This is an optimization exercise on Yosys and OpenROAD, whose aim is small area, not a production implementation. In this exercise RTL edits were held to simulation tests only and were not proved equivalent to the original. Power is estimated from default activity; no workload was simulated.

$ cat config.mk
export PLATFORM = sky130hd
export DESIGN_NAME = TOP_CPU
export DESIGN_NICKNAME = TOP_CPU
export VERILOG_FILES = /design/flow/design.v
export SDC_FILE = /design/flow/constraint.sdc
export NUM_CORES = 4
export LEC_CHECK = 0
export CAP_MARGIN = 20
export CORE_MARGIN = 2
export CORE_UTILIZATION = 30
export GPL_ROUTABILITY_DRIVEN = 1
export SLEW_MARGIN = 20
$ cat run.sh
#!/bin/bash
# synth_recipe.tcl (not shown) runs the flow's synth.tcl, then flattens the netlist and writes it again
# the make line also repeats each setting of config.mk as NAME=value (left out here)
make -C /OpenROAD-flow-scripts/flow DESIGN_CONFIG=/design/flow/config.mk WORK_HOME=/design/flow/orfs CLKGATE_MAP_FILE= SYNTH_SCRIPT=/design/flow/synth_recipe.tcl finish
$ cat constraint.sdc
create_clock -name core_clock -period 12.0 [get_ports {sysclk}]
set_input_delay 2.4000 -clock core_clock [delete_from_list [all_inputs] [get_ports {sysclk}]]
set_output_delay 2.4000 -clock core_clock [all_outputs]
set_load 0.01 [all_outputs]
$ cat design.v
`timescale 1ns / 1ps
module TOP_CPU(
    input wire sysclk,
    input wire reset,                
    output wire [31:0] imem_addr,    
    input wire [31:0] imem_rdata,    
    output wire [31:0] dmem_addr,    
    output wire [31:0] dmem_wdata,   
    output wire dmem_we,             
    output wire dmem_re,             
    input wire [31:0] dmem_rdata     
);
    wire clk = sysclk;
    wire rst = ~reset;
    reg  [31:0] PC;           
    reg  [31:0] IR;           
    reg  [31:0] PC_ID;        
    reg         RegWrite_EX, Load_EX, MemWrite_EX;
    reg  [4:0]  Rw_EX;
    reg  [1:0]  selA_EX, selB_EX;    
    reg  [1:0]  cls_EX, sub_EX;      
    reg         LoadByte_EX, Link_EX;
    reg  [15:0] imm_EX;
    reg         LU_EX, fill_EX;
    reg  [31:0] dataA_EX, dataB_EX;
    reg         RegWrite_MEM, Load_MEM, MemWrite_MEM;
    reg  [4:0]  Rw_MEM;
    reg         LoadByte_MEM, Link_MEM;
    reg  [31:0] ALUOut_MEM;
    reg  [31:0] dataB_MEM;    
    reg         RegWrite_WB, Load_WB;
    reg  [4:0]  Rw_WB;
    reg  [31:0] WD_WB;
    assign imem_addr = PC;
    wire [5:0] op = IR[31:26];
    wire [4:0] rs = IR[25:21];
    wire [4:0] rt = IR[20:16];
    wire [4:0] rd = IR[15:11];
    wire [5:0] fn = IR[5:0];
    wire [15:0] imm = IR[15:0];
    wire isR    = op == 6'h00;
    wire isJ    = op == 6'h02 || op == 6'h03;
    wire isJR   = isR && (fn == 6'h08 || fn == 6'h09);
    wire Branch = op == 6'h04 || op == 6'h05 || op == 6'h06 || op == 6'h07 || op == 6'h01;
    wire JOp    = isJ || isJR;
    wire Load_ID = op == 6'h23 || op == 6'h20;
    wire MemWrite_ID = op == 6'h2b;
    wire RegWrite_ID = !(op == 6'h2b || Branch || op == 6'h02 || (isR && fn == 6'h08));
    wire Link_ID = op == 6'h03 || (isR && fn == 6'h09);
    wire useRt  = op == 6'h23 || op == 6'h20 || op == 6'h0f || op == 6'h08 || op == 6'h09 ||
                  op == 6'h0c || op == 6'h0a || op == 6'h0b;    
    wire immB   = useRt || op == 6'h2b;
    wire shA    = isR && (fn == 6'h00 || fn == 6'h02 || fn == 6'h03);
    wire [4:0] Rw_ID = useRt ? rt : (op == 6'h03) ? 5'd31 : rd;
    reg [1:0] cls_ID, sub_ID;
    always @(*) begin
        cls_ID = 2'd0; sub_ID = 2'd0;
        case (op)
        6'h0c: begin cls_ID = 2'd1; sub_ID = 2'd0; end
        6'h0a: begin cls_ID = 2'd3; sub_ID = 2'd0; end
        6'h0b: begin cls_ID = 2'd3; sub_ID = 2'd1; end
        6'h23, 6'h20, 6'h2b, 6'h0f, 6'h08, 6'h09: begin cls_ID = 2'd0; sub_ID = 2'd0; end
        default: begin
            case (fn)
            6'h22, 6'h23: begin cls_ID = 2'd0; sub_ID = 2'd1; end
            6'h24, 6'h25, 6'h26, 6'h27: begin cls_ID = 2'd1; sub_ID = fn[1:0]; end
            6'h00, 6'h02, 6'h03: begin cls_ID = 2'd2; sub_ID = fn[1:0]; end
            6'h2a, 6'h2b: begin cls_ID = 2'd3; sub_ID = {1'b0, fn[0]}; end
            default: begin cls_ID = 2'd0; sub_ID = 2'd0; end
            endcase
        end
        endcase
    end
    wire [31:0] dA, dB;
    wire [31:0] WD_MEM;
    RegisterFile RF(clk, rst, RegWrite_MEM, rs, rt, Rw_MEM, WD_MEM, dA, dB);
    wire fwbA = Load_WB && rs == Rw_WB;
    wire fwbB = Load_WB && rt == Rw_WB;
    wire fmemA = RegWrite_MEM && rs == Rw_MEM;
    wire fmemB = RegWrite_MEM && rt == Rw_MEM;
    wire [31:0] bA = fwbA ? WD_WB : fmemA ? ALUOut_MEM : dA;
    wire [31:0] bB = fwbB ? WD_WB : fmemB ? ALUOut_MEM : dB;
    wire eq = bA == bB;
    wire lt = bA < bB;
    reg taken;
    always @(*) begin
        case (op)
        6'h04: taken = eq;
        6'h05: taken = !eq;
        6'h06: taken = lt || eq;
        6'h07: taken = !(lt || eq);
        default: taken = lt;    
        endcase
    end
    wire matchEX = Rw_EX == rs || Rw_EX == rt;
    wire stallA  = RegWrite_EX && Branch && matchEX;
    wire stallL  = Load_EX && matchEX;
    wire stall   = stallA || stallL;
    wire flushIF = Branch || JOp;
    wire zeroIF  = flushIF && (Load_EX || !stall);
    wire redoBr  = Branch && stallL;          
    wire        jrsel  = isJR && !stall;
    wire [31:0] base   = jrsel ? dA : PC;
    wire [29:0] incr   = stall ? 30'd0 :
                         Branch ? (taken ? {{14{imm[15]}}, imm} : 30'd0) : 30'd1;
    wire [31:0] sum    = {base[31:2] + incr, base[1:0]};
    wire [31:0] PC_new = redoBr ? PC_ID :
                         (isJ && !stall) ? {PC_ID[31:28], IR[25:0], 2'b00} :
                         sum;
    wire [1:0] selA_ID = shA ? 2'd3 :
                         (RegWrite_EX && Rw_EX == rs && Rw_EX != 5'd0) ? 2'd2 :
                         (RegWrite_MEM && Rw_MEM == rs && Rw_MEM != 5'd0) ? 2'd1 : 2'd0;
    wire [1:0] selB_ID = immB ? 2'd3 :
                         (RegWrite_EX && Rw_EX == rt && Rw_EX != 5'd0) ? 2'd2 :
                         (RegWrite_MEM && Rw_MEM == rt && Rw_MEM != 5'd0) ? 2'd1 : 2'd0;
    always @(posedge clk or posedge rst) begin
        if (rst) PC <= 32'h0;
        else     PC <= PC_new;
    end
    always @(posedge clk) begin
        if (rst || zeroIF) IR <= 32'h0;
        else if (!stall)   IR <= imem_rdata;
        if (!stall && !flushIF) PC_ID <= PC;
    end
    always @(posedge clk or posedge rst) begin
        if (rst) begin
            RegWrite_EX <= 1'b0; Load_EX <= 1'b0; MemWrite_EX <= 1'b0;
        end else if (stall) begin
            RegWrite_EX <= 1'b0; Load_EX <= 1'b0; MemWrite_EX <= 1'b0;
        end else begin
            RegWrite_EX <= RegWrite_ID; Load_EX <= Load_ID; MemWrite_EX <= MemWrite_ID;
        end
    end
    always @(posedge clk) begin
        Rw_EX <= Rw_ID;
        selA_EX <= selA_ID;
        selB_EX <= selB_ID;
        cls_EX <= cls_ID;
        sub_EX <= sub_ID;
        LoadByte_EX <= op == 6'h20;
        Link_EX <= Link_ID;
        imm_EX <= imm;
        LU_EX <= op == 6'h0f;
        fill_EX <= imm[15] && op != 6'h0c;
        dataA_EX <= dA;
        dataB_EX <= dB;
    end
    wire [31:0] WD_fwd = WD_WB;
    wire [31:0] immX = LU_EX ? {imm_EX, 16'h0} : {{16{fill_EX}}, imm_EX};
    wire [31:0] inA = selA_EX == 2'd3 ? {27'h0, imm_EX[10:6]} :
                      selA_EX == 2'd2 ? ALUOut_MEM :
                      selA_EX == 2'd1 ? WD_fwd : dataA_EX;
    wire [31:0] inB = selB_EX == 2'd3 ? immX :
                      selB_EX == 2'd2 ? ALUOut_MEM :
                      selB_EX == 2'd1 ? WD_fwd : dataB_EX;
    wire [31:0] ALUOut_EX;
    ALU ALUCalculate(cls_EX, sub_EX, inA, inB, ALUOut_EX);
    always @(posedge clk or posedge rst) begin
        if (rst) begin
            RegWrite_MEM <= 1'b0; Load_MEM <= 1'b0; MemWrite_MEM <= 1'b0;
        end else begin
            RegWrite_MEM <= RegWrite_EX; Load_MEM <= Load_EX; MemWrite_MEM <= MemWrite_EX;
        end
    end
    always @(posedge clk) begin
        Rw_MEM <= Rw_EX;
        LoadByte_MEM <= LoadByte_EX;
        Link_MEM <= Link_EX;
        ALUOut_MEM <= ALUOut_EX;
        dataB_MEM <= Link_EX ? PC_ID : dataB_EX;
    end
    assign dmem_addr = ALUOut_MEM;
    assign dmem_wdata = dataB_MEM;
    assign dmem_we = MemWrite_MEM;
    assign dmem_re = Load_MEM;
    reg [7:0] rbyte;
    always @(*) begin
        case (ALUOut_MEM[1:0])
        2'b00: rbyte = dmem_rdata[7:0];
        2'b01: rbyte = dmem_rdata[15:8];
        2'b10: rbyte = dmem_rdata[23:16];
        default: rbyte = dmem_rdata[31:24];
        endcase
    end
    wire [31:0] ReadData = LoadByte_MEM ? {{24{rbyte[7]}}, rbyte} : dmem_rdata;
    assign WD_MEM = Load_MEM ? ReadData : Link_MEM ? dataB_MEM : ALUOut_MEM;
    always @(posedge clk or posedge rst) begin
        if (rst) begin
            RegWrite_WB <= 1'b0; Load_WB <= 1'b0;
        end else begin
            RegWrite_WB <= RegWrite_MEM; Load_WB <= Load_MEM;
        end
    end
    always @(posedge clk) begin
        Rw_WB <= Rw_MEM;
        WD_WB <= WD_MEM;
    end
endmodule
`timescale 1ns / 1ps
module ALU (
    input  [1:0]  cls,
    input  [1:0]  sub,
    input  [31:0] in1,
    input  [31:0] in2,
    output reg [31:0] out
);
    wire        dosub = cls[0] ? cls[1] : (sub[0] & ~cls[1]);    
    wire [31:0] b2 = dosub ? ~in2 : in2;
    wire [31:0] p = in1 ^ b2;
    wire [31:0] g = in1 & b2;
    wire [31:0] g0 = {g[31:1], g[0] | (p[0] & dosub)};    
    reg [31:0] G, P;      
    integer i, l;
    always @(*) begin
        G = g0; P = p;
        for (l = 0; l < 5; l = l + 1)
            for (i = 0; i < 32; i = i + 1)
                if (((i + 1) % (2 << l)) == 0) begin
                    G[i] = G[i] | (P[i] & G[i - (1 << l)]);
                    P[i] = P[i] & P[i - (1 << l)];
                end
        for (l = 3; l >= 0; l = l - 1)
            for (i = 3 * (1 << l) - 1; i < 32; i = i + (2 << l)) begin
                G[i] = G[i] | (P[i] & G[i - (1 << l)]);
                P[i] = P[i] & P[i - (1 << l)];
            end
    end
    wire [31:0] s = p ^ {G[30:0], dosub};
    wire ltu = ~G[31];
    wire lts = (in1[31] ^ in2[31]) ? in1[31] : s[31];
    wire lt = sub[0] ? ltu : lts;
    reg [31:0] lg;
    always @(*) begin
        case (sub)
        2'd0: lg = g;
        2'd1: lg = p | g;
        2'd2: lg = p;
        default: lg = ~(p | g);
        endcase
    end
    wire right = sub[1];
    wire fill = sub[0] & in2[31];
    wire [31:0] rin;
    wire [31:0] sh0, sh1, sh2, sh3, sh4, sh;
    genvar k;
    generate
        for (k = 0; k < 32; k = k + 1) begin : rev
            assign rin[k] = right ? in2[k] : in2[31 - k];
            assign sh[k]  = right ? sh4[k] : sh4[31 - k];
        end
    endgenerate
    assign sh0 = in1[0] ? {fill, rin[31:1]} : rin;
    assign sh1 = in1[1] ? {{2{fill}}, sh0[31:2]} : sh0;
    assign sh2 = in1[2] ? {{4{fill}}, sh1[31:4]} : sh1;
    assign sh3 = in1[3] ? {{8{fill}}, sh2[31:8]} : sh2;
    assign sh4 = in1[4] ? {{16{fill}}, sh3[31:16]} : sh3;
    always @(*) begin
        case (cls)
        2'd0: out = s;
        2'd1: out = lg;
        2'd2: out = sh;
        default: out = {31'h0, lt};
        endcase
    end
endmodule
`timescale 1ns / 1ps
module RegisterFile(clk, reset, RegWrite, Read_register1, Read_register2, Write_register, Write_data, Read_data1, Read_data2);
    input reset, clk;
    input RegWrite;
    input [4:0] Read_register1, Read_register2, Write_register;
    input [31:0] Write_data;
    output [31:0] Read_data1, Read_data2;
    reg [32*32-1:32] RF_data;
    reg [31:1] valid;
    wire [31:0] wsel, rsel1, rsel2;
    wire [31:0] rd1 [0:31];
    wire [31:0] rd2 [0:31];
    genvar g;
    generate
        for (g = 0; g < 32; g = g + 1) begin : dec
            assign wsel[g] = RegWrite && (Write_register == g);
        end
        for (g = 1; g < 32; g = g + 1) begin : regs
            always @(posedge clk)
                RF_data[g*32 +: 32] <= (Write_data & {32{wsel[g]}}) | (RF_data[g*32 +: 32] & {32{~wsel[g]}});
            assign rsel1[g] = valid[g] && (Read_register1 == g);
            assign rsel2[g] = valid[g] && (Read_register2 == g);
        end
    endgenerate
    assign rsel1[0] = 1'b0;
    assign rsel2[0] = 1'b0;
    always @(posedge clk or posedge reset)
        if (reset)
            valid <= 31'b0;
        else
            valid <= valid | wsel[31:1];
    reg [31:0] d1, d2;
    integer k;
    always @(*) begin
        d1 = 32'h0;
        d2 = 32'h0;
        for (k = 1; k < 32; k = k + 1) begin
            d1 = d1 | (RF_data[k*32 +: 32] & {32{rsel1[k]}});
            d2 = d2 | (RF_data[k*32 +: 32] & {32{rsel2[k]}});
        end
    end
    assign Read_data1 = d1;
    assign Read_data2 = d2;
endmodule
==> results of run 1 <==
stage by stage:
| step | power [mW] | hold slack [ns] | setup WS [ns] | std cells |
|---|---|---|---|---|
| finish | 21.59 | 0.3369 | 2.818 | 8295 |
| global route | 22.18 | 0.3484 | 2.501 | 8279 |
| CTS | 21.04 | 0.3370 | 3.261 | 8276 |
| detailed placement | 16.43 | 0.3195 | 3.279 | 8021 |
| global placement | 16.41 | 0.3149 | 3.273 | 8021 |
| floorplan | 12.20 | 0.3096 | 5.276 | 5273 |
kinds of logic (layout without fill, tap and decap cells):
logic type	after synthesis	after routing
other	0	18
XOR/XNOR	104	104
buffers and inverters	545	728
adder cells (fa/ha/maj)	143	143
flip-flops	1331	1331
AO/OA/AOI/OAI	1691	1691
AND/OR/NAND/NOR	1143	1143
multiplexers	316	316
path summary, 6_finish.rpt:
| path | slack [ns] | to | cells past startpoint |
|---|---|---|---|
| max in group asynchronous | 9.29 | RF.valid[7] | 2 |
| hold / removal | 0.34 | LoadByte_MEM | 0 |
| hold reg to reg | 0.34 | LoadByte_MEM | 0 |
| setup / recovery | 2.82 | PC[30] | 28 |
| min in group asynchronous | 1.50 | PC[24] | 1 |
| setup reg to reg | 2.82 | PC[30] | 28 |
cells in the final DEF (no fill, tap or decap), types with 112 or more instances in the layout:
master,Yosys,final
edfxtp_1,1024,1024
a22oi_1,576,576
nand3_1,259,258
a21oi_1,239,238
nor2_1,271,235
dfxtp_1,237,228
nand2_1,213,211
mux2i_1,191,191
buf_4,6,191
a221oi_1,169,169
a22o_1,167,167
clkdlybuf4s50_1,0,162
o21ai_0,167,153
clkbuf_16,0,142
ha_1,125,125
inv_1,112,112
power by group:
part / switching (mW) / leakage [nW] / internal [mW]
Sequential: 0.973 / 12.2 / 6.41
Clock: 2.04 / 2.33 / 2.64
Combinational: 6.49 / 11.8 / 3.04
final cells by class:
type,count,area (sq um)
Antenna cell,18,45.04
Inverter,115,432.9
Multi-Input combinational cell,3397,25230
Fill cell,20480,137600
Timing Repair Buffer,358,3156
Sequential cell,1331,37260
Clock buffer,167,3677
Tap cell,2821,3530
Clock inverter,88,1164
per-layer routing:
metal | share of wire | wire, um | track usage | vias up
met3 | 0.16 | 52530 | 0.1349 | 1755
met5 | 0.0028 | 928 | 0.02745 | -
li1 | - | - | - | 21087
met2 | 0.41 | 133000 | 0.4177 | 5650
met4 | 0.085 | 27920 | 0.1804 | 40
met1 | 0.35 | 113600 | 0.3500 | 26989
critical path: cells and delay by family, from the launching register on:
family | cells | cell delay [ns]
adder cells (fa/ha/maj) | 2 | 0.69
XOR/XNOR | 1 | 0.19
flip-flops | 1 | 0.75
buffers and inverters | 2 | 0.67
AND/OR/NAND/NOR | 9 | 3.16
multiplexers | 1 | 0.22
AO/OA/AOI/OAI | 13 | 3.37
==> notes.md, run 1 <==
- Post-synth top cells: edfxtp_1 (1024), a22oi_1 (576), clkbuf_1 (336)
- Crit path launch type: register
- Slew margin rel.: 0.1604
- GRT Util Overall: 0.2911
- Mapped Area: 63960 sq um
- Fin Clk Skew: 0.05377 ns
- Final HPWL DP: 208.2 mm
- Top FF cell, synth: edfxtp_1
- DR vias/cell: 6.693
- Count leader, synth: edfxtp_1
- Yosys cell types: 83
- Clock Sink Count: 1331
- Largest family of logic cells by synthesized area: compound AO/OA/AOI/OAI gates
- Complex-gate fraction of the synthesized area: 0.1918
- Slowest-stage cell, CP: or4_1
- Util after Layout: 0.3513
- Yosys Warn Count: 3
- Die area: 216900 sq um
- Area leader, netlist: edfxtp_1
- Synthesized Nets: 5481
- Crit path kind: register to register
- Initial antenna violation count: 26
- Crit. End Element: register
- Fmax: 0.1089 GHz
- First-pass GRT wire length: 438.6 mm
- Final setup fails: 0
- Hold_buf cts: 0
- CTS tree: yes
- Congestion Overflow GR: 0
- Synth Area in Simple Gates: 0.08959
- Post-cts repair resize count: 0
- ANT nets after route: 0
- WP data arrival: 9.88 ns
- Initial DRT Pass Iterations: 33
- Final TNS setup: 0 ns
- Cts bufs inserted: 138
- Synthesis-stage register bit count: 1331
- Number of flops mapped to enable cells by yosys: 1024
- Share of cells above drive strength 1: 0.1329
- Final wirelength: 328.1 mm
- Fin crit period: 9.182 ns
- Gpl congestion: 1.036
- Worst-Skew Late Latency: 0.85 ns
- Setup repair bufs after CTS: 0
- Period Utilization, post-route: 0.7651
- Starting density of the core: 0.3016
- Mux contribution to synthesized area: 0.05863
- PwrDens: 289.8 nW/um^2
- Crit path largest cell delay: 0.77 ns
- DR iter-0 viols: 11655
- Die width: 465.7 um
- Setup crit start: IR[19]
- Per-cell routed wire length: 39.55 um
- HP Start: LoadByte_EX
- XOR/XNOR Fraction of Synth Area: 0.01446
- Core box area: 212100 sq um
- Max VDD drop: 187.7 uV
- Status: no timing/DRC/antenna violations
- Synth top area share: 0.4808
- I/O pin count: 164
- PortBufs: 163
- RSZ-0062 raised after global routing: false
- Worst hold path type: register to register
- Mean post-synth cell area: 12.13 sq um
- Final Max Tran Viols: 0
- Placed cell areas: 69580 sq um
- Req. time, crit path: 12.70 ns
- Post-route design area: 74500 sq um
- Asr flop ratio synth: 0.05259
- Worst Max-Slew Pin Slew: 1.259 ns
- Worst r2r src: IR[19]
- Crit path max fanout: 16
- Die H: 465.7 um
- Row cnt: 169
- H-Tree Depth: 4
- Register area share after synthesis: 0.5823
- Leakage power: 26.28 nW
- Total of max-cap violations: 0
- Largest cells by area after synthesis: edfxtp_1 (48%), dfxtp_1 (7.4%), a22oi_1 (6.8%)
- Syn Inst Count: 5273
- Post-layout nets: 5549
- Post-Synth Adder-Cell Area: 0.02993
- DRC viols: 0
- Clock buffer depth: 3
- Final hold violation count: 0
- Reg clk slew, reported paths: 0.06 ns
- Vias: 55521
- Largest net degree at the start of global routing: 101
- Vias in the first global route: 51892
- Syn-to-layout area delta: 16.48%
- Root buf cell: clkbuf_16
==> run 2, diff against run 1 <==
==> flow/run.sh (new file) <==
#!/bin/bash
# Own flow: the standard layout (standard.sh, with the standard synthesis),
# with two changes to what the layout adds around the design:
#  - the port buffers are buf_1 cells (every input and output still gets one);
#  - clock tree synthesis uses clkbuf_8 buffers, sink clusters of up to 30
#    flip-flops, and no dummy loads.
set -euo pipefail
export BUFFER_PORTS_ARGS="-buffer_cell sky130_fd_sc_hd__buf_1"
export CTS_ARGS="-sink_clustering_enable -repair_clock_nets -dont_use_dummy_load -sink_clustering_size 30 -buf_list sky130_fd_sc_hd__clkbuf_8"
bash standard.sh > flow_make.log 2>&1
==> standard.sh (new file) <==
#!/bin/bash
# synth_recipe.tcl (not shown) runs the flow's synth.tcl, then flattens the netlist and writes it again
# the make line also repeats each setting of config.mk as NAME=value (left out here)
make -C /OpenROAD-flow-scripts/flow DESIGN_CONFIG=/design/flow/config.mk WORK_HOME=/design/flow/orfs CLKGATE_MAP_FILE= SYNTH_SCRIPT=/design/flow/synth_recipe.tcl "${@:-finish}"
--- a/config.mk
+++ b/config.mk
@@ -8,5 +8,5 @@
 export CAP_MARGIN = 20
 export CORE_MARGIN = 2
-export CORE_UTILIZATION = 30
+export CORE_UTILIZATION = 60
 export GPL_ROUTABILITY_DRIVEN = 1
 export SLEW_MARGIN = 20
removed: run.sh
==> run 2 against run 1 <==
Power down 9.2%. Global-route usage increased by 25 points. Sequential power decreased by 0.7%. First-iteration DRC count is 22% higher. Highest routed layer unchanged. Largest power group unchanged. Critical path depth grew 1. Clock skew grew 0.056 ns. Flip-flop and latch count stayed put. Die area down 50%. Cell count down 18%. Combinational power fell by 4.1%. Critical endpoint unchanged.
==> notes.md, run 2 <==
- Die area: 109200 sq um (-50%)
- DR vias/cell: 8.246 (+23%)
- Largest net degree at the start of global routing: 89 (-12%)
- Final Max Tran Viols: 0 (unchanged)
- Final wirelength: 299.1 mm (-8.8%)
- Worst Max-Slew Pin Slew: 1.337 ns (+0.07752 ns)
- Mux contribution to synthesized area: 0.05863 (unchanged)
- Crit. End Element: register
- Yosys cell types: 83 (unchanged)
- Setup repair bufs after CTS: 0 (unchanged)
- Worst-Skew Late Latency: 0.96 ns (+0.11 ns)
- Reg clk slew, reported paths: 0.06 ns (about the same)
- H-Tree Depth: 4 (unchanged)
- Complex-gate fraction of the synthesized area: 0.1918 (unchanged)
- Final setup fails: 0 (unchanged)
- XOR/XNOR Fraction of Synth Area: 0.01446 (unchanged)
- Post-layout nets: 5586 (+0.67%)
- Syn Inst Count: 5273 (unchanged)
- Mapped Area: 63960 sq um (unchanged)
- Final TNS setup: 0 ns (unchanged)
- Crit path max fanout: 20 (+4)
- Die H: 330.5 um (-29%)
- Worst hold path type: register to register
- Synth Area in Simple Gates: 0.08959 (unchanged)
- Vias in the first global route: 52002 (+0.21%)
- Post-cts repair resize count: 0 (unchanged)
- Top FF cell, synth: edfxtp_1
- Vias: 56120 (+1.1%)
- Core box area: 105600 sq um (-50%)
- Congestion Overflow GR: 0 (unchanged)
- Die width: 330.5 um (-29%)
- R2R Setup Slk: 2.67 ns (-0.15 ns)
- Fin Clk Skew: 0.1093 ns (+0.05557 ns)
- Final hold violation count: 0 (unchanged)
- Req. time, crit path: 12.79 ns (+0.09 ns)
- Total of max-cap violations: 0 (unchanged)
- Count leader, synth: edfxtp_1
- Leakage power: 24.82 nW (-5.5%)
- Period Utilization, post-route: 0.7777 (+0.01252)
- PwrDens: 282.6 nW/um^2 (-2.5%)
- Number of flops mapped to enable cells by yosys: 1024 (unchanged)
- Register area share after synthesis: 0.5823 (unchanged)
- Mean post-synth cell area: 12.13 sq um (unchanged)
- Starting density of the core: 0.6059 (+0.3043)
- First-pass GRT wire length: 404.8 mm (-7.7%)
- Per-cell routed wire length: 43.95 um (+11%)
- Syn-to-layout area delta: 8.468%
- Tot Pwr: 19.61 mW (-9.2%)
- DR iter-0 viols: 14259 (+22%)
- Largest family of logic cells by synthesized area: compound AO/OA/AOI/OAI gates
- Clock buffer depth: 3 (unchanged)
- WP data arrival: 10.12 ns (+0.24 ns)
- Fmax: 0.1072 GHz (-1.6%)
- Post-Synth Adder-Cell Area: 0.02993 (unchanged)
- ANT nets after route: 0 (unchanged)
- Synthesized Nets: 5481 (unchanged)
- Row cnt: 119 (-30%)
- Worst r2r src: IR[18]
- HP Start: LoadByte_EX
- Area leader, netlist: edfxtp_1
- Setup crit start: IR[18]
- Yosys Warn Count: 3 (unchanged)
- DRC viols: 0 (unchanged)
- Most frequent cells in the layout: edfxtp_1 (1024), a22oi_1 (576), nand3_1 (258)
- Root buf cell: clkbuf_8
- Largest cells by area after synthesis: edfxtp_1 (48%), dfxtp_1 (7.4%), a22oi_1 (6.8%)
- Initial DRT Pass Iterations: 23 (-30%)
- Crit path largest cell delay: 0.86 ns (+0.09 ns)
- Hold_buf cts: 0 (unchanged)
- RSZ-0062 raised after global routing: false
- CTS tree: yes
- Commonest non-fill, non-tap cell in the layout: edfxtp_1
- Status: no timing/DRC/antenna violations
- Synth top area share: 0.4808 (unchanged)
- Crit path kind: register to register
- Gpl congestion: 1.033 (-0.27%)
- Asr flop ratio synth: 0.05259 (unchanged)
- GRT Util Overall: 0.5417 (+0.2507)
- Slowest-stage cell, CP: and3_2
- I/O pin count: 164 (unchanged)
- Share of cells above drive strength 1: 0.1267 (-0.006207)
- Clock Sink Count: 1331 (unchanged)
- Fin crit period: 9.332 ns (+0.1502 ns)
- Crit path launch type: register
- Max VDD drop: 149.7 uV (-20%)
- Cts bufs inserted: 208 (+51%)
- Synthesis-stage register bit count: 1331 (unchanged)
- Initial antenna violation count: 31 (+19%)
- Final HPWL DP: 175.8 mm (-16%)
- Post-synth top cells: edfxtp_1 (1024), a22oi_1 (576), clkbuf_1 (336)
- Slew margin rel.: 0.1087 (-0.05168)
- PortBufs: 163 (unchanged)
[run 2: cell counts after synthesis]
Identical to the previous run, type by type.
[run 2: cells by family after synthesis]
kind of cell,Yosys count
adder cells (fa/ha/maj),143
AO/OA/AOI/OAI,1691
flip-flops,1331
AND/OR/NAND/NOR,1143
buffers and inverters,545
multiplexers,316
XOR/XNOR,104
[run 2: final timing paths]
path | endpoint | cells past startpoint
max | PC[30] | 29
min in group asynchronous | RF.valid[20] | 2
min | LoadByte_MEM | 0
max in group asynchronous | Load_MEM | 2
max reg2reg | PC[30] | 29
min reg2reg | LoadByte_MEM | 0
[run 2: power breakdown]
group	switching, mW	internal [mW]	leakage (nW)
combinational	6.28	2.84	11.1
sequential	0.923	6.41	12.2
clock	1.64	1.51	1.50
[run 2: metal layers]
metal	vias to the layer above	track usage	part of all wire
li1	21029	-	-
met1	26359	0.6323	0.31
met4	25	0.4153	0.11
met2	6517	0.7503	0.40
met3	2190	0.2831	0.18
met5	-	0.01913	0.0019
[run 2: through the flow]
step           setup WS, ns  utilization  hold slack (ns)  cell area (sq um)  instances
2_1_floorplan         5.276            -           0.3096              63960       5273
3_3_place_gp          3.183       0.6291           0.3116              66410       6559
3_5_place_dp          3.181       0.6291           0.3128              66410       6559
4_1_cts               3.214       0.6562           0.3239              69280       6767
5_1_grt               2.477       0.6565           0.3313              69310       6778
6_report              2.668       0.6572           0.3230              69380       6806
[run 2: critical path, delay by kind of cell, from the launching register on]
kind | cells | cell delay, ns
AO/OA/AOI/OAI | 12 | 2.59
multiplexers | 2 | 0.43
adder cells (fa/ha/maj) | 2 | 0.72
XOR/XNOR | 1 | 0.18
AND/OR/NAND/NOR | 10 | 3.66
flip-flops | 1 | 0.71
buffers and inverters | 2 | 0.88
[run 2: cell type report]
| cell class | count | area (sq um) |
|---|---|---|
| repair buffers | 325 | 1832 |
| flip-flops and latches | 1331 | 37260 |
| diodes | 39 | 97.59 |
| multi-input cells | 3397 | 25150 |
| well taps | 1391 | 1740 |
| clock buffers | 208 | 2863 |
| fillers | 7888 | 36190 |
| inverters | 115 | 432.9 |
==> run 3, diff against run 2 <==
--- a/config.mk
+++ b/config.mk
@@ -8,5 +8,5 @@
 export CAP_MARGIN = 20
 export CORE_MARGIN = 2
-export CORE_UTILIZATION = 60
+export CORE_UTILIZATION = 40
 export GPL_ROUTABILITY_DRIVEN = 1
 export SLEW_MARGIN = 20
==> run 3 against run 2 <==
Utilization shrank 21 points. Clock power grew 2%. Non-clock buffer count shrank 4. Critical path depth shrank 1. Register-to-register slack lost 0.31 ns. First-iteration DRC count shrank 16%. Power grew 0.41%. Die area grew 49%. Flip-flop and latch count is the same. Synthesized cell count is the same. Sequential share of layout area shrank 0.69 points. Largest cell class unchanged. Largest power group unchanged. Highest routed layer unchanged.
==> notes.md, run 3 <==
- GRT Util Overall: 0.3711 (-0.1707)
- Min setup slack post-route: 2.354 ns (-0.3138 ns)
- Commonest non-fill, non-tap cell in the layout: edfxtp_1
- Largest family of logic cells by synthesized area: compound AO/OA/AOI/OAI gates
- Congestion Overflow GR: 0 (unchanged)
- Complex-gate fraction of the synthesized area: 0.1918 (unchanged)
- Count leader, synth: edfxtp_1
- First-pass GRT wire length: 418.5 mm (+3.4%)
- Area leader, netlist: edfxtp_1
- Fin crit period: 9.646 ns (+0.3138 ns)
- Final hold violation count: 0 (unchanged)
- Cts bufs inserted: 211 (+1.4%)
- Syn Inst Count: 5273 (unchanged)
- Register area share after synthesis: 0.5823 (unchanged)
- Largest net degree at the start of global routing: 65 (-27%)
- Final wirelength: 311.9 mm (+4.3%)
- Crit path max fanout: 19 (-5.0%)
- Die area: 163100 sq um (+49%)
- Synth top area share: 0.4808 (unchanged)
- PwrDens: 280.1 nW/um^2 (-0.88%)
- Per-cell routed wire length: 41.75 um (-5.0%)
- Vias in the first global route: 50997 (-1.9%)
- ANT nets after route: 0 (unchanged)
- Top FF cell, synth: edfxtp_1
- Max VDD drop: 152.1 uV (+1.7%)
- DR iter-0 viols: 11956 (-16%)
- DRC viols: 0 (unchanged)
- Clock buffer depth: 3 (unchanged)
- Share of cells above drive strength 1: 0.1267 (about the same)
- Starting density of the core: 0.4034 (-0.2025)
- Fillers: 14385 (+82%)
- Root buf cell: clkbuf_8
- Post-synth top cells: edfxtp_1 (1024), a22oi_1 (576), clkbuf_1 (336)
- Status: no timing/DRC/antenna violations
- Syn-to-layout area delta: 9.885%
- Yosys Warn Count: 3 (unchanged)
- Largest cells by area after synthesis: edfxtp_1 (48%), dfxtp_1 (7.4%), a22oi_1 (6.8%)
- Reg clk slew, reported paths: 0.06 ns (about the same)
- Initial DRT Pass Iterations: 14 (-39%)
- Final TNS setup: 0 ns (unchanged)
- Post-Synth Adder-Cell Area: 0.02993 (unchanged)
- Mapped Area: 63960 sq um (unchanged)
- Placement Setup Slack: 2.867 ns (-0.3144 ns)
- Row cnt: 146 (+23%)
- Worst-Skew Late Latency: 0.97 ns (about the same)
- PortBufs: 163 (unchanged)
- Final HPWL DP: 186.2 mm (+5.9%)
- Setup repair bufs after CTS: 0 (unchanged)
- Clock Sink Count: 1331 (unchanged)
- Hold_buf cts: 0 (unchanged)
- Vias: 55264 (-1.5%)
- Synthesized Nets: 5481 (unchanged)
- Hold WS: 0.3241 ns (+0.001103 ns)
- Gpl congestion: 1.006 (-2.6%)
- Slew margin rel.: 0.1735 (+0.06474)
- CTS tree: yes
- WP data arrival: 10.41 ns (+0.29 ns)
- Mux contribution to synthesized area: 0.05863 (unchanged)
- Most frequent cells in the layout: edfxtp_1 (1024), a22oi_1 (576), nand3_1 (258)
- Yosys cell types: 83 (unchanged)
- Crit. End Element: register
- Req. time, crit path: 12.77 ns (-0.02 ns)
- Asr flop ratio synth: 0.05259 (unchanged)
- Tot Pwr: 19.69 mW (+0.41%)
- Post-cts repair resize count: 0 (unchanged)
- Fin Clk Skew: 0.1294 ns (+0.02010 ns)
- Final Max Tran Viols: 0 (unchanged)
- I/O pin count: 164 (unchanged)
- Die width: 403.9 um (+22%)
- Slowest-stage cell, CP: and3_2
- DR vias/cell: 7.397 (-10%)
- Post-layout nets: 5585 (-0.018%)
- Period Utilization, post-route: 0.8038 (+0.02615)
- CP bufs+invs: 2 (unchanged)
- Worst Max-Slew Pin Slew: 1.240 ns (-0.09711 ns)
- XOR/XNOR Fraction of Synth Area: 0.01446 (unchanged)
- Mean post-synth cell area: 12.13 sq um (unchanged)
- Synth Area in Simple Gates: 0.08959 (unchanged)
- Core box area: 158600 sq um (+50%)
- Worst path top cell family by delay: compound AO/OA/AOI/OAI gates
- Total of max-cap violations: 0 (unchanged)
- Synthesis-stage register bit count: 1331 (unchanged)
- H-Tree Depth: 4 (unchanged)
- Leakage power: 24.84 nW (about the same)
- Crit path kind: register to register
- Util after Layout: 0.4433 (-0.2139)
- RSZ-0062 raised after global routing: false
- Die H: 403.9 um (+22%)
- Worst hold path type: register to register
- Crit path largest cell delay: 0.93 ns (+0.07 ns)
- Crit path launch type: register
- Initial antenna violation count: 25 (-19%)
- Final setup fails: 0 (unchanged)
- Number of flops mapped to enable cells by yosys: 1024 (unchanged)
- Fmax: 0.1037 GHz (-3.3%)
## run 3: changes by cell type in the layout (fill, tap and decap cells not counted), moves of 3 or more
cell	change
a31oi_2	-5
clkbuf_8	+3
o21ai_2	-4
o21ai_4	+4
diode_2	-15
buf_4	-6
a31oi_4	+5
## run 3: report_power, final
part | total, mW | switching (mW) | leakage, nW | internal (mW)
combinational | 9.18 | 6.36 | 11.1 | 2.82
sequential | 7.29 | 0.869 | 12.2 | 6.42
clock | 3.22 | 1.68 | 1.52 | 1.54
total | 19.7 | 8.91 | 24.8 | 10.8
## run 3: final cells by class
class                   instances  area (sq um)  area share
diodes                         24         60.06   0.0008545
multi-input cells            3397         25220      0.3589
flip-flops and latches       1331         37260      0.5301
repair buffers                321          1812     0.02578
well taps                    2072          2592     0.03689
inverters                     115         432.9    0.006160
clock buffers                 211          2904     0.04132
## run 3: stage by stage
stage               cell area, sq um  cells
floorplan                      63960   5273
global placement               67290   7234
detailed placement             67290   7234
CTS                            70200   7445
global route                   70230   7449
finish                         70280   7471
## run 3: logic make-up (layout without fill, tap and decap cells)
group | after synthesis | count (layout)
multiplexers | 316 | 316
adder cells (fa/ha/maj) | 143 | 143
AO/OA/AOI/OAI | 1691 | 1691
AND/OR/NAND/NOR | 1143 | 1143
other | 0 | 24
XOR/XNOR | 104 | 104
flip-flops | 1331 | 1331
buffers and inverters | 545 | 647
## run 3: final timing paths
check | from | endpoint | slack, ns | depth (start not counted)
max in group asynchronous | reset | RF.valid[23] | 9.45 | 2
min in group asynchronous | reset | PC[10] | 1.48 | 1
worst min register to register | LoadByte_EX | LoadByte_MEM | 0.32 | 0
worst max-delay path | IR[18] | PC[30] | 2.35 | 28
worst max register to register | IR[18] | PC[30] | 2.35 | 28
worst min-delay path | LoadByte_EX | LoadByte_MEM | 0.32 | 0
## run 3: routing by layer
metal  part of all wire  up-vias  global-route usage
li1                   -    20992                   -
met1               0.34    26670              0.4450
met2               0.40     5847              0.5281
met3               0.17     1723              0.1809
met4              0.087       32              0.2394
met5            0.00090        -            0.002974
==> run 4, diff against run 3 <==
--- a/design.v
+++ b/design.v
@@ -39,27 +39,27 @@
     wire [5:0] fn = IR[5:0];
     wire [15:0] imm = IR[15:0];
-    wire isR    = op == 6'h00;
-    wire isJ    = op == 6'h02 || op == 6'h03;
-    wire isJR   = isR && (fn == 6'h08 || fn == 6'h09);
-    wire Branch = op == 6'h04 || op == 6'h05 || op == 6'h06 || op == 6'h07 || op == 6'h01;
+    wire o5 = op[5], o3 = op[3], o2 = op[2], o1 = op[1], o0 = op[0];
+    wire lowop  = !o5 && !o3;                          
+    wire isR    = lowop && !o2 && !o1 && !o0;          
+    wire isJ    = lowop && !o2 && o1;                  
+    wire isJR   = isR && !fn[5] && fn[3];              
+    wire Branch = lowop && (o2 || (!o1 && o0));        
     wire JOp    = isJ || isJR;
-    wire Load_ID = op == 6'h23 || op == 6'h20;
-    wire MemWrite_ID = op == 6'h2b;
-    wire RegWrite_ID = !(op == 6'h2b || Branch || op == 6'h02 || (isR && fn == 6'h08));
-    wire Link_ID = op == 6'h03 || (isR && fn == 6'h09);
-    wire useRt  = op == 6'h23 || op == 6'h20 || op == 6'h0f || op == 6'h08 || op == 6'h09 ||
-                  op == 6'h0c || op == 6'h0a || op == 6'h0b;    
-    wire immB   = useRt || op == 6'h2b;
-    wire shA    = isR && (fn == 6'h00 || fn == 6'h02 || fn == 6'h03);
-    wire [4:0] Rw_ID = useRt ? rt : (op == 6'h03) ? 5'd31 : rd;
+    wire Load_ID = o5 && !o3;                          
+    wire MemWrite_ID = o5 && o3;                       
+    wire RegWrite_ID = !(MemWrite_ID || Branch || (isJ && !o0) || (isJR && !fn[0]));
+    wire Link_ID = (isJ && o0) || (isJR && fn[0]);     
+    wire immB   = o5 || o3;                            
+    wire shA    = isR && !fn[5] && !fn[3];             
+    wire [4:0] Rw_ID = immB ? rt : (o1 && o0) ? 5'd31 : rd;
+    wire andi   = !o5 && o3 && o2 && !o0;              
+    wire slti   = !o5 && o3 && !o2 && o1;              
     reg [1:0] cls_ID, sub_ID;
     always @(*) begin
         cls_ID = 2'd0; sub_ID = 2'd0;
-        case (op)
-        6'h0c: begin cls_ID = 2'd1; sub_ID = 2'd0; end
-        6'h0a: begin cls_ID = 2'd3; sub_ID = 2'd0; end
-        6'h0b: begin cls_ID = 2'd3; sub_ID = 2'd1; end
-        6'h23, 6'h20, 6'h2b, 6'h0f, 6'h08, 6'h09: begin cls_ID = 2'd0; sub_ID = 2'd0; end
-        default: begin
+        if (immB) begin
+            if (andi) begin cls_ID = 2'd1; sub_ID = 2'd0; end
+            else if (slti) begin cls_ID = 2'd3; sub_ID = {1'b0, o0}; end
+        end else begin
             case (fn)
             6'h22, 6'h23: begin cls_ID = 2'd0; sub_ID = 2'd1; end
@@ -70,5 +70,4 @@
             endcase
         end
-        endcase
     end
     wire [31:0] dA, dB;
@@ -85,11 +84,6 @@
     reg taken;
     always @(*) begin
-        case (op)
-        6'h04: taken = eq;
-        6'h05: taken = !eq;
-        6'h06: taken = lt || eq;
-        6'h07: taken = !(lt || eq);
-        default: taken = lt;    
-        endcase
+        if (!o2) taken = lt;                         
+        else taken = (o1 ? (lt || eq) : eq) ^ o0;    
     end
     wire matchEX = Rw_EX == rs || Rw_EX == rt;
@@ -138,9 +132,9 @@
         cls_EX <= cls_ID;
         sub_EX <= sub_ID;
-        LoadByte_EX <= op == 6'h20;
+        LoadByte_EX <= !o0;
         Link_EX <= Link_ID;
         imm_EX <= imm;
-        LU_EX <= op == 6'h0f;
-        fill_EX <= imm[15] && op != 6'h0c;
+        LU_EX <= o2 && o1;
+        fill_EX <= imm[15] && !andi;
         dataA_EX <= dA;
         dataB_EX <= dB;
==> run 4 against run 3 <==
Still clean on timing, DRC and antenna. Sequential power increased by 3%. Utilization increased by 0.28 points. Critical path depth increased by 1. Clock power decreased by 1%. Via count decreased by 0.58%. Maximum frequency decreased by 1.3%. Critical path type unchanged. Critical endpoint is now PC[31]. Largest cell class unchanged.
==> notes.md, run 4 <==
- Leakage power: 25.22 nW (+1.5%)
- Starting density of the core: 0.4033 (about the same)
- Final HPWL DP: 188.8 mm (+1.4%)
- Status: no timing/DRC/antenna violations
- Post-layout nets: 5621 (+0.64%)
- Crit path kind: register to register
- Row cnt: 146 (unchanged)
- Final setup fails: 0 (unchanged)
- Synth top area share: 0.4802 (-0.0005073)
- RSZ-0062 raised after global routing: false
- Core box area: 158700 sq um (+0.12%)
- Die area: 163300 sq um (+0.10%)
- WP data arrival: 10.63 ns (+0.22 ns)
- Clock Sink Count: 1330 (-0.075%)
- Crit. End Element: register
- Util after Layout: 0.4461 (+0.002816)
- First-pass GRT wire length: 416.8 mm (-0.40%)
- Register area share after synthesis: 0.5814 (-0.0009271)
- Asr flop ratio synth: 0.05263 (about the same)
- DR iter-0 viols: 12305 (+2.9%)
- Synthesized Nets: 5465 (-0.29%)
- Worst-Skew Late Latency: 1.03 ns (+0.06 ns)
- Max VDD drop: 199.6 uV (+31%)
- Final TNS setup: 0 ns (unchanged)
- Yosys Warn Count: 3 (unchanged)
- Number of flops mapped to enable cells by yosys: 1024 (unchanged)
- Worst Max-Slew Pin Slew: 1.200 ns (-0.04030 ns)
- Slowest-stage cell, CP: and3_2
- Vias: 54946 (-0.58%)
- Syn-to-layout area delta: 10.59%
- Cts bufs inserted: 206 (-2.4%)
- Hold_buf cts: 0 (unchanged)
- Die width: 404.1 um (about the same)
- ANT nets after route: 0 (unchanged)
- Slew margin rel.: 0.1984 (+0.02497)
- Largest net degree at the start of global routing: 77 (+18%)
- Final wirelength: 310.3 mm (-0.54%)
- Commonest non-fill, non-tap cell in the layout: edfxtp_1
- Top FF cell, synth: edfxtp_1
- Crit path launch type: register
- Area leader, netlist: edfxtp_1
- Crit path max fanout: 15 (-4)
- Largest cells by area after synthesis: edfxtp_1 (48%), dfxtp_1 (7.4%), a22oi_1 (6.8%)
- Clock buffer depth: 3 (unchanged)
- Initial DRT Pass Iterations: 12 (-2)
- Period Utilization, post-route: 0.8143 (+0.01053)
- I/O pin count: 164 (unchanged)
- Congestion Overflow GR: 0 (unchanged)
- Mapped Area: 64030 sq um (+0.11%)
- Register Area: 37240 sq um (about the same)
- Final hold violation count: 0 (unchanged)
- Area taken by multi-input logic gates: 25250 sq um (+0.11%)
- Setup repair bufs after CTS: 0 (unchanged)
- Fmax: 0.1023 GHz (-1.3%)
- Post-route design area: 70810 sq um (+0.75%)
- Initial antenna violation count: 34 (+36%)
- CTS tree: yes
- Share of cells above drive strength 1: 0.1373 (+0.01062)
- DR vias/cell: 7.317 (-1.1%)
- Final Max Tran Viols: 0 (unchanged)
- PwrDens: 291.0 nW/um^2 (+3.9%)
- Post-cts repair resize count: 0 (unchanged)
- GRT Util Overall: 0.3698 (-0.001311)
- Yosys cell types: 79 (-4.8%)
- Post-synth top cells: edfxtp_1 (1024), a22oi_1 (584), clkbuf_1 (341)
- Synthesis-stage register bit count: 1330 (-0.075%)
- Per-cell routed wire length: 41.32 um (-1.0%)
- Vias in the first global route: 51009 (+0.024%)
- Reg clk slew, reported paths: 0.06 ns (about the same)
- Die H: 404.1 um (about the same)
- DRC viols: 0 (unchanged)
- Fillers: 14435 (+0.35%)
- Total of max-cap violations: 0 (unchanged)
- Placed cell areas: 67880 sq um (+0.87%)
- H-Tree Depth: 4 (unchanged)
- Count leader, synth: edfxtp_1
- Worst hold path type: register to register
- Mean post-synth cell area: 12.18 sq um (+0.41%)
- Most frequent cells in the layout: edfxtp_1 (1024), a22oi_1 (584), nor2_1 (267)
- Fin crit period: 9.772 ns (+0.1263 ns)
- Root buf cell: clkbuf_8
- Gpl congestion: 0.9946 (-1.2%)
- Syn Inst Count: 5257 (-0.30%)
- Req. time, crit path: 12.86 ns (+0.09 ns)
- PortBufs: 162 (-0.61%)
- Fin Clk Skew: 0.1680 ns (+0.03852 ns)
- Crit path largest cell delay: 1.00 ns (+0.07 ns)
## run 4: cell count changes after synthesis, sizes merged, moves of 9 or more
cell | before | now
a31oi | 43 | 56
o21a | 6 | 17
o22ai | 37 | 18
nand2 | 214 | 186
mux4 | 38 | 47
or2 | 44 | 33
and3 | 67 | 79
nand2b | 29 | 39
a21oi | 240 | 200
nor2 | 271 | 297
## run 4: worst paths after layout
| kind | slack (ns) | to | cells past startpoint | start |
|---|---|---|---|---|
| worst max register to register | 2.23 | PC[31] | 29 | IR[18] |
| worst max-delay path | 2.23 | PC[31] | 29 | IR[18] |
| worst min-delay path | 0.33 | LoadByte_MEM | 0 | LoadByte_EX |
| max in group asynchronous | 9.48 | RF.valid[2] | 2 | reset |
| worst min register to register | 0.33 | LoadByte_MEM | 0 | LoadByte_EX |
| min in group asynchronous | 1.44 | PC[30] | 1 | reset |
## run 4: final cells by class
cell class              count  area share
diodes                     26   0.0009188
clock buffers             206     0.04004
inverters                 109    0.005778
multi-input cells        3382      0.3566
flip-flops and latches   1330      0.5259
well taps                2072     0.03661
repair buffers            384     0.03412
## run 4: cell families (layout without fill, tap and decap cells)
group                      Yosys count  count (layout)  share of synthesized area
AOI/OAI and AO/OA                 1647            1647                     0.1883
other                                0              26                          0
buffers and inverters              545             699                    0.03261
DFF                               1330            1330                     0.5814
adders and majority gates          143             143                    0.02990
muxes                              330             330                    0.06259
xor gates and xnor gates           101             101                    0.01382
and+or+nand+nor                   1161            1161                    0.09137
## run 4: where the power goes
group | internal [mW] | switching, mW
combinational | 3.12 | 6.82
sequential | 6.58 | 0.898
clock | 1.50 | 1.68
total | 11.2 | 9.40
## run 4: metrics by stage
stage	instances	power [mW]	hold slack [ns]	setup WS, ns
global placement	7275	16.89	0.3148	2.665
finish	7509	20.60	0.3262	2.228
detailed placement	7276	16.97	0.3171	2.617
global route	7493	21.30	0.3466	1.680
floorplan	5257	12.90	0.3096	5.215
CTS	7482	20.08	0.3284	2.629
## run 4: metal layers
layer / up-vias / track usage / share of wire
li1: 21050 / - / -
met1: 26411 / 0.4439 / 0.33
met2: 5753 / 0.5229 / 0.40
met3: 1703 / 0.1797 / 0.18
met4: 29 / 0.2427 / 0.087
met5: - / 0.01606 / 0.0027
## run 4: worst max-delay path, delay by kind of cell (launching register included)
kind | cells | cell delay [ns]
AOI/OAI and AO/OA | 13 | 3.07
buffers and inverters | 3 | 0.82
and+or+nand+nor | 8 | 3.84
muxes | 2 | 0.40
DFF | 1 | 0.67
xor gates and xnor gates | 1 | 0.12
adders and majority gates | 2 | 0.76

## static timing again, ports no longer ideal
How much do the figures lean on ideal ports? The routed layouts below were timed once more, with nothing changed but the port constraints.
Step 1: set_driving_cell puts a clkbuf_16 on sysclk and a buf_2 on each other input, an assumption about the parent block.
Step 2 adds t to the input delays and takes it off the output delays; t is the mean of the earliest and latest rising clock arrival at the registers after step 1. Input paths then give back, and output paths get back, about the clock's delay inside the block.
Three values: no drivers, after step 1, after step 2; two values: the first two.
run | shift t [ns] | setup slack, ns | hold WS [ns]
run 1 | 0.915 | 2.818 / 2.818 / 2.818 | 0.337 / 0.337 / 0.337
run 2 | 0.987 | 2.668 / 2.668 / 2.668 | 0.323 / 0.323 / 0.323
run 3 | 0.991 | 2.354 / 2.354 / 2.354 | 0.324 / 0.324 / 0.324
run 4 | 1.029 | 2.228 / 2.228 / 2.228 | 0.326 / 0.326 / 0.326
After both steps every run listed still meets setup and hold.
